This design comes from an exercise in tuning for small area on the open sky130 flow, not from production work.
Only simulation tests tie the RTL to the original design; equivalence was not proved.
The clock port is modelled as an ideal driver, which makes a skipped or thinned clock tree look cheaper than it is; a real chip needs a root buffer or a tree.
Power figures rest on the tool's default switching activity, not on a simulated workload.

JK:
==> flow/design.v (excerpt) <==
module MultMan(
  input         clock,
  input         reset,
  input         io_rstn,
  input         io_data_rdy,
  input  [9:0]  io_mult1,
  input  [9:0]  io_mult2,
  output        io_res_rdy,
  output [19:0] io_res
);
For scale: ~210 flip-flops, ~45 I/O pins.
==> flow/config.mk <==
export PLATFORM = sky130hd
export DESIGN_NAME = MultMan
export DESIGN_NICKNAME = MultMan
export VERILOG_FILES = /design/flow/design.v
export SDC_FILE = /design/flow/constraint.sdc
export NUM_CORES = 4
export LEC_CHECK = 0
export CAP_MARGIN = 20
export CORE_MARGIN = 2
export CORE_UTILIZATION = 60
export GPL_TIMING_DRIVEN = 0
export PLACE_DENSITY = 0.7
export SLEW_MARGIN = 20
export SYNTH_HIERARCHICAL = 1
==> flow/constraint.sdc <==
create_clock -name core_clock -period 8.0 [get_ports {clock}]
set_input_delay 1.6000 -clock core_clock [delete_from_list [all_inputs] [get_ports {clock}]]
set_output_delay 1.6000 -clock core_clock [all_outputs]
set_load 0.01 [all_outputs]
standard.sh (not shown) runs the stock make flow with config.mk's settings and CLKGATE_MAP_FILE= SYNTH_SCRIPT=/design/flow/synth_recipe.tcl, a recipe that flattens the netlist after the stock synthesis.
==> flow/flow/run.sh <==
#!/bin/bash
# Own flow: the standard layout, with the smallest buffer on the ports and
# a two-level clock tree (flow/mycts.tcl) in place of TritonCTS: compact groups
# of at most MYCTS_CAP flip-flops, one leaf buffer each, one root buffer.
set -euo pipefail
export PRE_CTS_TCL="$PWD/flow/mycts.tcl"
export MYCTS_CAP=12
export MYCTS_LEAF=sky130_fd_sc_hd__clkbuf_4
export MYCTS_ROOT=sky130_fd_sc_hd__clkbuf_8
export MYCTS_BIG=sky130_fd_sc_hd__clkbuf_8
export MYCTS_SLEW=0.120
export MYCTS_LATE='res*'
export MYCTS_LATE_BUF=sky130_fd_sc_hd__clkbuf_1
bash standard.sh \
  "BUFFER_PORTS_ARGS=-buffer_cell sky130_fd_sc_hd__buf_1" \
  finish > standard.log 2>&1
==> flow/flow/mycts.tcl <==
# Clock tree for a design with one clock and a few hundred flip-flops: the
# flip-flops are split into compact groups of at most MYCTS_CAP (balanced,
# capacity-limited k-means on their placed positions), each group gets one
# leaf clock buffer at its centre, and one root buffer at the centre of the
# leaves drives all of them from the clock port.  Flip-flops named by
# MYCTS_LATE get their own leaves behind one extra buffer, a later clock edge
# for the registers at the end of the design's longest register-to-register
# path.  Sourced as PRE_CTS_TCL; it replaces clock_tree_synthesis for the
# rest of the CTS step.


# Capacity-limited k-means of sinks {iterm x y} into groups of at most cap.
# Returns {centroids assignment}.
proc mycts_cluster { sinks cap } {
  set n [llength $sinks]
  set k [expr {int(ceil(double($n) / $cap))}]
  puts "mycts: $n sinks, $k leaf buffers of at most $cap"

  # start: horizontal bands of equal count, each cut into runs along x
  set rows [expr {max(1, int(round(sqrt($k))))}]
  set by_y [lsort -integer -index 2 $sinks]
  set cent {}
  set per_row [expr {int(ceil(double($k) / $rows))}]
  set left $k
  set start 0
  for {set r 0} {$r < $rows} {incr r} {
    set kr [expr {min($per_row, $left)}]
    set left [expr {$left - $kr}]
    set cnt [expr {$r == $rows - 1 ? $n - $start : $kr * $cap * $n / ($k * $cap)}]
    set band [lsort -integer -index 1 [lrange $by_y $start [expr {$start + $cnt - 1}]]]
    set start [expr {$start + $cnt}]
    set bn [llength $band]
    for {set c 0} {$c < $kr} {incr c} {
      set lo [expr {$c * $bn / $kr}]
      set hi [expr {($c + 1) * $bn / $kr - 1}]
      set sx 0; set sy 0; set m 0
      foreach s [lrange $band $lo $hi] {
        incr sx [lindex $s 1]; incr sy [lindex $s 2]; incr m
      }
      lappend cent [list [expr {$sx / max($m,1)}] [expr {$sy / max($m,1)}]]
    }
  }
  set k [llength $cent]

  # capacity-limited k-means
  for {set iter 0} {$iter < 30} {incr iter} {
    set pairs {}
    for {set i 0} {$i < $n} {incr i} {
      set s [lindex $sinks $i]
      for {set j 0} {$j < $k} {incr j} {
        set c [lindex $cent $j]
        lappend pairs [list [expr {abs([lindex $s 1] - [lindex $c 0]) + abs([lindex $s 2] - [lindex $c 1])}] $i $j]
      }
    }
    set pairs [lsort -integer -index 0 $pairs]
    set assign [lrepeat $n -1]
    set count [lrepeat $k 0]
    set done 0
    foreach p $pairs {
      lassign $p d i j
      if {[lindex $assign $i] >= 0 || [lindex $count $j] >= $cap} { continue }
      lset assign $i $j
      lset count $j [expr {[lindex $count $j] + 1}]
      incr done
      if {$done == $n} { break }
    }
    set sx [lrepeat $k 0]; set sy [lrepeat $k 0]
    for {set i 0} {$i < $n} {incr i} {
      set j [lindex $assign $i]
      lset sx $j [expr {[lindex $sx $j] + [lindex $sinks $i 1]}]
      lset sy $j [expr {[lindex $sy $j] + [lindex $sinks $i 2]}]
    }
    set new {}
    for {set j 0} {$j < $k} {incr j} {
      set m [lindex $count $j]
      if {$m > 0} {
        lappend new [list [expr {[lindex $sx $j] / $m}] [expr {[lindex $sy $j] / $m}]]
      } else {
        lappend new [lindex $cent $j]
      }
    }
    if {$new eq $cent} { break }
    set cent $new
  }
  puts "mycts: k-means stopped after $iter rounds, group sizes $count"

  return [list $cent $assign]
}

proc mycts_place { inst master x y } {
  $inst setLocation [expr {$x - [$master getWidth] / 2}] [expr {$y - [$master getHeight] / 2}]
  $inst setPlacementStatus PLACED
}

proc mycts_clock_net { block name } {
  set net [odb::dbNet_create $block $name]
  $net setSigType CLOCK
  return $net
}

# Build the leaves of one group of sinks under driver net drv; returns the
# leaf centres.  Leaf nets are named clknet_leaf_<n>, counted on from next.
proc mycts_leaves { block sinks cap master drv next_var } {
  upvar $next_var next
  lassign [mycts_cluster $sinks $cap] cent assign
  set nets {}
  foreach c $cent {
    set b [odb::dbInst_create $block $master clkbuf_leaf_$next]
    mycts_place $b $master {*}$c
    set lnet [mycts_clock_net $block clknet_leaf_$next]
    [$b findITerm A] connect $drv
    [$b findITerm X] connect $lnet
    lappend nets $lnet
    incr next
  }
  for {set i 0} {$i < [llength $sinks]} {incr i} {
    set it [lindex $sinks $i 0]
    $it disconnect
    $it connect [lindex $nets [lindex $assign $i]]
  }
  return $cent
}

proc mycts_centre { pts } {
  set x 0; set y 0
  foreach p $pts { incr x [lindex $p 0]; incr y [lindex $p 1] }
  return [list [expr {$x / [llength $pts]}] [expr {$y / [llength $pts]}]]
}

proc mycts_build { } {
  set block [ord::get_db_block]
  set db [ord::get_db]
  set cap $::env(MYCTS_CAP)
  set leaf_master [$db findMaster $::env(MYCTS_LEAF)]
  set root_master [$db findMaster $::env(MYCTS_ROOT)]
  set clk_net [[$block findBTerm clock] getNet]

  # sinks whose instance name matches MYCTS_LATE get their clock through one
  # more buffer (MYCTS_LATE_BUF)
  set sinks {}
  set late {}
  foreach it [$clk_net getITerms] {
    set inst [$it getInst]
    set bb [$inst getBBox]
    set s [list $it [expr {([$bb xMin] + [$bb xMax]) / 2}]       [expr {([$bb yMin] + [$bb yMax]) / 2}]]
    if { [info exists ::env(MYCTS_LATE)] && [string match $::env(MYCTS_LATE) [$inst getName]] } {
      lappend late $s
    } else {
      lappend sinks $s
    }
  }

  set root [odb::dbInst_create $block $root_master clkbuf_root]
  set rnet [mycts_clock_net $block clknet_root]
  set next 0
  set cent [mycts_leaves $block $sinks $cap $leaf_master $rnet next]
  if { [llength $late] > 0 } {
    set lmaster [$db findMaster $::env(MYCTS_LATE_BUF)]
    set lbuf [odb::dbInst_create $block $lmaster clkbuf_late]
    set lnet [mycts_clock_net $block clknet_late]
    set lcent [mycts_leaves $block $late $cap $leaf_master $lnet next]
    set lc [mycts_centre $lcent]
    mycts_place $lbuf $lmaster {*}$lc
    [$lbuf findITerm A] connect $rnet
    [$lbuf findITerm X] connect $lnet
    lappend cent $lc
    puts "mycts: [llength $late] late sinks under [llength $lcent] leaves"
  }
  mycts_place $root $root_master {*}[mycts_centre $cent]
  [$root findITerm A] connect $clk_net
  [$root findITerm X] connect $rnet
  $clk_net setSigType CLOCK
  global_connect
  set_propagated_clock [all_clocks]

  # a leaf whose flip-flops would see too slow a clock edge gets a stronger
  # buffer
  if { [info exists ::env(MYCTS_BIG)] } {
    set big [$db findMaster $::env(MYCTS_BIG)]
    estimate_parasitics -placement
    for {set j 0} {$j < $next} {incr j} {
      set worst 0
      foreach p [get_pins -of_objects [get_nets clknet_leaf_$j] -filter "direction==input"] {
        set worst [expr {max($worst, [get_property $p slew_max])}]
      }
      if { $worst > $::env(MYCTS_SLEW) } {
        puts "mycts: leaf $j slew $worst, using $::env(MYCTS_BIG)"
        [$block findInst clkbuf_leaf_$j] swapMaster $big
      }
    }
  }
}

rename clock_tree_synthesis orfs_clock_tree_synthesis
proc clock_tree_synthesis { args } {
  mycts_build
}
JK ran to completion and came out clean on the timing, design-rule and antenna checks.
The following lists how MS was set up differently from JK:
- CORE_UTILIZATION changed from 60 to 75
- PLACE_DENSITY changed from 0.7 to 0.85
--- a/flow/flow/run.sh
+++ b/flow/flow/run.sh
@@ -5,7 +5,7 @@
 set -euo pipefail
 export PRE_CTS_TCL="$PWD/flow/mycts.tcl"
-export MYCTS_CAP=12
+export MYCTS_CAP=13
 export MYCTS_LEAF=sky130_fd_sc_hd__clkbuf_4
-export MYCTS_ROOT=sky130_fd_sc_hd__clkbuf_8
+export MYCTS_ROOT=sky130_fd_sc_hd__clkbuf_4
 export MYCTS_BIG=sky130_fd_sc_hd__clkbuf_8
 export MYCTS_SLEW=0.120
==> comparison <==
Every stage of the flow completed for JK, and the final layout passed the timing, design-rule and antenna checks.
MS ran to completion and came out clean on the timing, design-rule and antenna checks.
Per the comparison of MS with JK, post-detailed-route via-to-cell ratio shows an increase of 0.47, XOR/XNOR share of the synthesized area shows no meaningful change.
Re switching power of the nets: MS is 0.85% down on JK.
The run showing the greater met1 wire length is JK.
MS ended with less period utilization than JK.
Global routing met1 resource utilization (higher): MS
As of MS, post-route non-filler standard cell count had fallen by a few percent compared to JK.
Final design area excluding fillers on MS is ahead of JK.
Combinational-cell power consumption, MS and JK: lower on JK
From JK to MS the numbers moved as follows: post-synthesis to final-layout area growth -0.79 points, depth of the critical timing path with buffers and inverters included went down 1.
In every run of this note, the design's own scripts or RTL, not TritonCTS, make the clock network.

[what the ideal ports hide]
How much do the figures lean on ideal ports? The routed layouts below were timed once more, with nothing changed but the port constraints. Step 1, drivers: a clkbuf_16 drives clock and a buf_2 each remaining input, both assumed. Step 2, shift: input delay + t, output delay - t, t = (earliest + latest rising clock arrival at the registers) / 2. This alone moves slack from input paths to output paths. a / b / c = ideal ports / drivers / drivers and shift; a / b = the first two.
run	t (ns)	slack for setup (ns)	worst setup path at the end	clock arrival spread, ns	slew at the worst register clock pin (ns)
JK	0.583	0.232 / 0.232 / 0.232	register to register	0.317 / 0.317	0.12 / 0.12
MS	0.676	0.249 / 0.249 / 0.249	register to register	0.306 / 0.306	0.12 / 0.12
In JK and MS the clock reaches the registers at very different times; t lies between them, and the last value is a rough guide only.
